Background: an optimization exercise with open tools, aiming at small area and a short achievable clock period. Do not read the settings as production practice.
At most, simulation tests tie the RTL to the original design; equivalence was not proved.
Power figures rest on the tool's default switching activity, not on a simulated workload.

Setup of south:
==> flow/design.v (excerpt) <==
module top(
	input clk,
	input rst,
	input [64-1:0] data_input,
	input read_enable,
	input write_enable,
	output [64-1:0] data_output,
	output empty,
	output full
);
For scale: ~1600 cells after synthesis, ~21000 sq um of cells after synthesis.
==> module fifo, before the edit <==
module fifo
	#(
		parameter DATA_WIDTH = 64,  
		parameter ADDR_WIDTH = 5
	)
	(
		input logic								clk,
		input logic								rst,
		input logic		[DATA_WIDTH-1:0] 		data_input,
		input logic								read_enable_input,
		input logic								write_enable_input,
		output logic	[DATA_WIDTH-1:0]		data_output,
		output logic							empty,
		output logic							full
	);
	localparam FIFO_SIZE = (1 << ADDR_WIDTH);
	reg [FIFO_SIZE-1:0] head_oh;	 
	reg [FIFO_SIZE-1:0] tail_oh;	 
	reg                 not_empty_r;	 
	reg                 full_r;
	wire read_enable  = read_enable_input  && not_empty_r;
	wire write_enable = write_enable_input && !full_r;
	wire [FIFO_SIZE-1:0] head_inc = {head_oh[FIFO_SIZE-2:0], head_oh[FIFO_SIZE-1]};
	wire [FIFO_SIZE-1:0] tail_inc = {tail_oh[FIFO_SIZE-2:0], tail_oh[FIFO_SIZE-1]};
	assign empty = !not_empty_r;
	assign full  = full_r;
	always @(posedge clk, posedge rst) begin
		if (rst) begin
			head_oh     <= 1;
			tail_oh     <= 1;
			not_empty_r <= 1'b0;
			full_r      <= 1'b0;
		end else begin
			if (read_enable)
				head_oh <= head_inc;
			if (write_enable)
				tail_oh <= tail_inc;
			if (read_enable && !write_enable) begin
				not_empty_r <= !(|(head_inc & tail_oh));
				full_r      <= 1'b0;
			end else if (write_enable && !read_enable) begin
				not_empty_r <= 1'b1;
				full_r      <= |(tail_inc & head_oh);
			end
		end
	end
	wire [FIFO_SIZE-1:0] wsel   = {FIFO_SIZE{write_enable}} & tail_oh;
	wire [FIFO_SIZE-1:0] wsel_n = ~wsel;
	wire [FIFO_SIZE-1:0] rsel   = {FIFO_SIZE{read_enable}} & head_oh;
	wire                 rhold  = !read_enable;
	genvar i;
	wire [DATA_WIDTH-1:0] mem_q [0:FIFO_SIZE-1];
	generate
		for (i = 0; i < FIFO_SIZE; i = i + 1) begin : entry
			reg  [DATA_WIDTH-1:0] word;
			wire [DATA_WIDTH-1:0] word_d;
			fifo_ao22 #(.W(DATA_WIDTH)) hold_mux (
				.a(data_input), .sa(wsel[i]),
				.b(word),       .sb(wsel_n[i]),
				.y(word_d));
			always @(posedge clk)
				word <= word_d;
			assign mem_q[i] = word;
		end
	endgenerate
	wire [DATA_WIDTH-1:0] rd_n0, rd_n1, rd_n2, rd_word;
	fifo_aoi222 #(.W(DATA_WIDTH)) rd_g0 (
		.a(mem_q[0]), .sa(rsel[0]),
		.b(mem_q[1]), .sb(rsel[1]),
		.c(mem_q[2]), .sc(rsel[2]),
		.y(rd_n0));
	fifo_aoi222 #(.W(DATA_WIDTH)) rd_g1 (
		.a(mem_q[3]), .sa(rsel[3]),
		.b(mem_q[4]), .sb(rsel[4]),
		.c(mem_q[5]), .sc(rsel[5]),
		.y(rd_n1));
	fifo_aoi222 #(.W(DATA_WIDTH)) rd_g2 (
		.a(mem_q[6]),    .sa(rsel[6]),
		.b(mem_q[7]),    .sb(rsel[7]),
		.c(data_output), .sc(rhold),
		.y(rd_n2));
	fifo_nand3 #(.W(DATA_WIDTH)) rd_g3 (
		.a(rd_n0), .b(rd_n1), .c(rd_n2), .y(rd_word));
	always @(posedge clk)
		data_output <= rd_word;
endmodule  
clock: 3.1 ns
lec_check: 0
cap_margin: 20
core_margin: 2
core_utilization: 40
setup_slack_margin: 1.2
slew_margin: 20
synth_hierarchical: 1
synth_minimum_keep_size: 0
standard.sh (not shown) runs the stock make flow with config.mk's settings and CLKGATE_MAP_FILE= SYNTH_SCRIPT=/design/flow/synth_recipe.tcl, a recipe that flattens the netlist after the stock synthesis.
==> flow/flow/run.sh <==
#!/bin/bash
# The standard layout, with the ports buffered by small plain buffers
# (buffer_ports would otherwise pick a slow delay cell); repair may upsize them.
set -euo pipefail
export BUFFER_PORTS_ARGS="-buffer_cell sky130_fd_sc_hd__buf_1"
bash standard.sh > standard.log 2>&1
The following lists how west was set up differently from south:
--- a/flow/design.v
+++ b/flow/design.v
@@ -15,37 +15,47 @@
 	);
 	localparam FIFO_SIZE = (1 << ADDR_WIDTH);
-	reg [FIFO_SIZE-1:0] head_oh;	 
-	reg [FIFO_SIZE-1:0] tail_oh;	 
+	reg [FIFO_SIZE-1:0] rd_ok;
+	reg [FIFO_SIZE-1:0] wr_ok;
 	reg                 not_empty_r;	 
 	reg                 full_r;
 	wire read_enable  = read_enable_input  && not_empty_r;
 	wire write_enable = write_enable_input && !full_r;
-	wire [FIFO_SIZE-1:0] head_inc = {head_oh[FIFO_SIZE-2:0], head_oh[FIFO_SIZE-1]};
-	wire [FIFO_SIZE-1:0] tail_inc = {tail_oh[FIFO_SIZE-2:0], tail_oh[FIFO_SIZE-1]};
+	wire [FIFO_SIZE-1:0] head_pos = not_empty_r ? rd_ok : wr_ok;
+	wire [FIFO_SIZE-1:0] tail_pos = full_r      ? rd_ok : wr_ok;
+	wire [FIFO_SIZE-1:0] head_inc = {head_pos[FIFO_SIZE-2:0], head_pos[FIFO_SIZE-1]};
+	wire [FIFO_SIZE-1:0] tail_inc = {tail_pos[FIFO_SIZE-2:0], tail_pos[FIFO_SIZE-1]};
+	reg [FIFO_SIZE-1:0] head_next, tail_next;
+	reg                 not_empty_next, full_next;
+	always @(*) begin
+		head_next      = read_enable  ? head_inc : head_pos;
+		tail_next      = write_enable ? tail_inc : tail_pos;
+		not_empty_next = not_empty_r;
+		full_next      = full_r;
+		if (read_enable && !write_enable) begin
+			not_empty_next = !(|(head_inc & tail_pos));
+			full_next      = 1'b0;
+		end else if (write_enable && !read_enable) begin
+			not_empty_next = 1'b1;
+			full_next      = |(tail_inc & head_pos);
+		end
+	end
 	assign empty = !not_empty_r;
 	assign full  = full_r;
 	always @(posedge clk, posedge rst) begin
 		if (rst) begin
-			head_oh     <= 1;
-			tail_oh     <= 1;
+			rd_ok       <= 0;
+			wr_ok       <= 1;
 			not_empty_r <= 1'b0;
 			full_r      <= 1'b0;
 		end else begin
-			if (read_enable)
-				head_oh <= head_inc;
-			if (write_enable)
-				tail_oh <= tail_inc;
-			if (read_enable && !write_enable) begin
-				not_empty_r <= !(|(head_inc & tail_oh));
-				full_r      <= 1'b0;
-			end else if (write_enable && !read_enable) begin
-				not_empty_r <= 1'b1;
-				full_r      <= |(tail_inc & head_oh);
-			end
+			rd_ok       <= not_empty_next ? head_next : {FIFO_SIZE{1'b0}};
+			wr_ok       <= full_next      ? {FIFO_SIZE{1'b0}} : tail_next;
+			not_empty_r <= not_empty_next;
+			full_r      <= full_next;
 		end
 	end
-	wire [FIFO_SIZE-1:0] wsel   = {FIFO_SIZE{write_enable}} & tail_oh;
+	wire [FIFO_SIZE-1:0] wsel   = {FIFO_SIZE{write_enable_input}} & wr_ok;
 	wire [FIFO_SIZE-1:0] wsel_n = ~wsel;
-	wire [FIFO_SIZE-1:0] rsel   = {FIFO_SIZE{read_enable}} & head_oh;
+	wire [FIFO_SIZE-1:0] rsel   = {FIFO_SIZE{read_enable_input}} & rd_ok;
 	wire                 rhold  = !read_enable;
 	genvar i;
==> comparison <==
Signed area change from the synthesized netlist to the final layout was lower in south than in west.
west vs south: floorplan die width up slightly
The higher die area of west and south is in west.
Compared to south, west shows a wider setup margin.
south → west: total half-perimeter wirelength after legalization and detailed placement increased 5.2%, height of the die rose 1.0%, cell area after placement now larger, max-slew headroom at the worst pin went up by 11 points, routed via count increased by 469 relative to the old numbers.
No run of this note included a check of the RTL's function; only the layout flow was run.


the reference run:
top, a different RTL version from the one above (not shown whole).
Size: about 1700 cells after synthesis, roughly 580 flip-flops.
==> module fifo, before the edit <==
module fifo
	#(
		parameter DATA_WIDTH = 64,  
		parameter ADDR_WIDTH = 5
	)
	(
		input logic								clk,
		input logic								rst,
		input logic		[DATA_WIDTH-1:0] 		data_input,
		input logic								read_enable_input,
		input logic								write_enable_input,
		output logic	[DATA_WIDTH-1:0]		data_output,
		output logic							empty,
		output logic							full
	);
	localparam FIFO_SIZE = (1 << ADDR_WIDTH);
	reg [ADDR_WIDTH-1:0] head_ptr;	 
	reg [ADDR_WIDTH-1:0] tail_ptr;	 
	reg                  not_empty_r;	 
	reg                  full_r;
	wire read_enable  = read_enable_input  && not_empty_r;
	wire write_enable = write_enable_input && !full_r;
	wire [ADDR_WIDTH-1:0] head_inc = head_ptr + 1'b1;
	wire [ADDR_WIDTH-1:0] tail_inc = tail_ptr + 1'b1;
	assign empty = !not_empty_r;
	assign full  = full_r;
	always @(posedge clk, posedge rst) begin
		if (rst) begin
			head_ptr <= 0;
			tail_ptr <= 0;
			not_empty_r <= 1'b0;
			full_r   <= 1'b0;
		end else begin
			if (read_enable)
				head_ptr <= head_inc;
			if (write_enable)
				tail_ptr <= tail_inc;
			if (read_enable && !write_enable) begin
				not_empty_r <= (head_inc != tail_ptr);
				full_r  <= 1'b0;
			end else if (write_enable && !read_enable) begin
				not_empty_r <= 1'b1;
				full_r  <= (tail_inc == head_ptr);
			end
		end
	end
	wire [FIFO_SIZE-1:0] wsel, wsel_n, hsel;
	wire                 rd_take = read_enable;
	wire                 rd_hold = !read_enable;
	genvar i;
	generate
		for (i = 0; i < FIFO_SIZE; i = i + 1) begin : dec
			assign wsel[i]   = write_enable && (tail_ptr == i);
			assign wsel_n[i] = !wsel[i];
			assign hsel[i]   = (head_ptr == i);
		end
	endgenerate
	wire [DATA_WIDTH-1:0] mem_q [0:FIFO_SIZE-1];
	generate
		for (i = 0; i < FIFO_SIZE; i = i + 1) begin : entry
			reg  [DATA_WIDTH-1:0] word;
			wire [DATA_WIDTH-1:0] word_d;
			fifo_ao22 #(.W(DATA_WIDTH)) hold_mux (
				.a(data_input), .sa(wsel[i]),
				.b(word),       .sb(wsel_n[i]),
				.y(word_d));
			always @(posedge clk)
				word <= word_d;
			assign mem_q[i] = word;
		end
	endgenerate
	wire [DATA_WIDTH-1:0] rd_n0, rd_n1, rd_n2, head_word, rd_word;
	fifo_aoi222 #(.W(DATA_WIDTH)) rd_g0 (
		.a(mem_q[0]), .sa(hsel[0]),
		.b(mem_q[1]), .sb(hsel[1]),
		.c(mem_q[2]), .sc(hsel[2]),
		.y(rd_n0));
	fifo_aoi222 #(.W(DATA_WIDTH)) rd_g1 (
		.a(mem_q[3]), .sa(hsel[3]),
		.b(mem_q[4]), .sb(hsel[4]),
		.c(mem_q[5]), .sc(hsel[5]),
		.y(rd_n1));
	fifo_aoi22 #(.W(DATA_WIDTH)) rd_g2 (
		.a(mem_q[6]), .sa(hsel[6]),
		.b(mem_q[7]), .sb(hsel[7]),
		.y(rd_n2));
	fifo_nand3 #(.W(DATA_WIDTH)) rd_g3 (
		.a(rd_n0), .b(rd_n1), .c(rd_n2), .y(head_word));
	fifo_ao22 #(.W(DATA_WIDTH)) rd_g4 (
		.a(head_word),   .sa(rd_take),
		.b(data_output), .sb(rd_hold),
		.y(rd_word));
	always @(posedge clk)
		data_output <= rd_word;
endmodule  
==> module fifo_aoi22, before the edit <==
module fifo_aoi22 #(parameter W = 1) (
	input  [W-1:0] a,
	input          sa,
	input  [W-1:0] b,
	input          sb,
	output [W-1:0] y
);
	assign y = ~(({W{sa}} & a) | ({W{sb}} & b));
endmodule
export LEC_CHECK = 0
export CAP_MARGIN = 20
export CORE_MARGIN = 2
export CORE_UTILIZATION = 40
export SETUP_SLACK_MARGIN = 1.2
export SLEW_MARGIN = 20
export SYNTH_HIERARCHICAL = 1
export SYNTH_MINIMUM_KEEP_SIZE = 0
create_clock -name core_clock -period 3.1 [get_ports {clk}]
Scripts as last shown in full above: flow/flow/run.sh
The reference run ended with every stage complete and zero timing, DRC or antenna violations.
The following lists how the trial run was set up differently from the reference run:
--- a/flow/design.v
+++ b/flow/design.v
@@ -41,21 +41,20 @@
 			end else if (write_enable && !read_enable) begin
 				not_empty_r <= 1'b1;
 				full_r  <= (tail_inc == head_ptr);
 			end
 		end
 	end
-	wire [FIFO_SIZE-1:0] wsel, wsel_n, hsel;
-	wire                 rd_take = read_enable;
-	wire                 rd_hold = !read_enable;
+	wire [FIFO_SIZE-1:0] wsel, wsel_n, rsel;
+	wire                 rhold = !read_enable;
 	genvar i;
 	generate
 		for (i = 0; i < FIFO_SIZE; i = i + 1) begin : dec
 			assign wsel[i]   = write_enable && (tail_ptr == i);
 			assign wsel_n[i] = !wsel[i];
-			assign hsel[i]   = (head_ptr == i);
+			assign rsel[i]   = read_enable && (head_ptr == i);
 		end
 	endgenerate
 	wire [DATA_WIDTH-1:0] mem_q [0:FIFO_SIZE-1];
 	generate
 		for (i = 0; i < FIFO_SIZE; i = i + 1) begin : entry
 			reg  [DATA_WIDTH-1:0] word;
@@ -66,33 +65,30 @@
 				.y(word_d));
 			always @(posedge clk)
 				word <= word_d;
 			assign mem_q[i] = word;
 		end
 	endgenerate
-	wire [DATA_WIDTH-1:0] rd_n0, rd_n1, rd_n2, head_word, rd_word;
+	wire [DATA_WIDTH-1:0] rd_n0, rd_n1, rd_n2, rd_word;
 	fifo_aoi222 #(.W(DATA_WIDTH)) rd_g0 (
-		.a(mem_q[0]), .sa(hsel[0]),
-		.b(mem_q[1]), .sb(hsel[1]),
-		.c(mem_q[2]), .sc(hsel[2]),
+		.a(mem_q[0]), .sa(rsel[0]),
+		.b(mem_q[1]), .sb(rsel[1]),
+		.c(mem_q[2]), .sc(rsel[2]),
 		.y(rd_n0));
 	fifo_aoi222 #(.W(DATA_WIDTH)) rd_g1 (
-		.a(mem_q[3]), .sa(hsel[3]),
-		.b(mem_q[4]), .sb(hsel[4]),
-		.c(mem_q[5]), .sc(hsel[5]),
+		.a(mem_q[3]), .sa(rsel[3]),
+		.b(mem_q[4]), .sb(rsel[4]),
+		.c(mem_q[5]), .sc(rsel[5]),
 		.y(rd_n1));
-	fifo_aoi22 #(.W(DATA_WIDTH)) rd_g2 (
-		.a(mem_q[6]), .sa(hsel[6]),
-		.b(mem_q[7]), .sb(hsel[7]),
+	fifo_aoi222 #(.W(DATA_WIDTH)) rd_g2 (
+		.a(mem_q[6]),    .sa(rsel[6]),
+		.b(mem_q[7]),    .sb(rsel[7]),
+		.c(data_output), .sc(rhold),
 		.y(rd_n2));
 	fifo_nand3 #(.W(DATA_WIDTH)) rd_g3 (
-		.a(rd_n0), .b(rd_n1), .c(rd_n2), .y(head_word));
-	fifo_ao22 #(.W(DATA_WIDTH)) rd_g4 (
-		.a(head_word),   .sa(rd_take),
-		.b(data_output), .sb(rd_hold),
-		.y(rd_word));
+		.a(rd_n0), .b(rd_n1), .c(rd_n2), .y(rd_word));
 	always @(posedge clk)
 		data_output <= rd_word;
 endmodule  
 module fifo_ao22 #(parameter W = 1) (
 	input  [W-1:0] a,
 	input          sa,
@@ -109,21 +105,12 @@
 	input          sb,
 	input  [W-1:0] c,
 	input          sc,
 	output [W-1:0] y
 );
 	assign y = ~(({W{sa}} & a) | ({W{sb}} & b) | ({W{sc}} & c));
-endmodule
-module fifo_aoi22 #(parameter W = 1) (
-	input  [W-1:0] a,
-	input          sa,
-	input  [W-1:0] b,
-	input          sb,
-	output [W-1:0] y
-);
-	assign y = ~(({W{sa}} & a) | ({W{sb}} & b));
 endmodule
 module fifo_nand3 #(parameter W = 1) (
 	input  [W-1:0] a,
 	input  [W-1:0] b,
 	input  [W-1:0] c,
 	output [W-1:0] y
--- outcome ---
From the reference run to the trial run the numbers moved as follows: power -about 7.5%, share of power burned in combinational logic -6.4 points, total routing resource utilization after global routing +0.48 points.
There was hardly any difference in initial core utilization between the reference run and the trial run.
The trial run against the reference run: average cell area after synthesis higher, time the final worst path needs with I/O delays and setup shrank by 0.23 ns.
Going from the reference run to the trial run, count of clock buffers in the final design went up, sum of routed wire length over all layers lost 4.6%.
Delta (the trial run minus the reference run): worst setup slack grew by 0.23 ns, HPWL reported at the end of detailed placement lost 2.2 mm, met3 layer wire length in the routed design decreased 210 µm, fraction of area in registers saw an increase, sequential fraction of design power saw an increase.
For area of the multi-input gates, dividing the value from the reference run by the value from the trial run gives 1.06.
Function not checked in the reference run: the RTL went through the layout flow alone.

==> afterwards: timing with drivers on the ports <==
Ports are ideal in the flow. The routed layouts listed here were re-timed in OpenROAD.
Step 1, drivers: a clkbuf_16 drives clk and a buf_2 each remaining input, both assumed.
Step 2 times the ports against the registers' clock, not the clock port: input delays grow and output delays shrink by t, the midpoint of the rising clock arrivals with the driver on.
Three values: ideal, step 1, step 2; two values: the first two.
run | shift t [ns] | slack for setup (ns) | worst slew at a driven data input, ns
south | 0.661 | 1.160 / 1.132 / 0.625 | 0.08
west | 0.658 | 1.230 / 1.182 / 0.714 | 0.12
the reference run | 0.671 | 0.961 / 0.961 / 0.961 | 0.11
the trial run | 0.685 | 1.193 / 1.183 / 0.736 | 0.11
After both steps setup and hold are still met in every run listed. The setup slack of south, which loses most, moves by -0.028 ns with the drivers and by -0.535 ns with both steps.
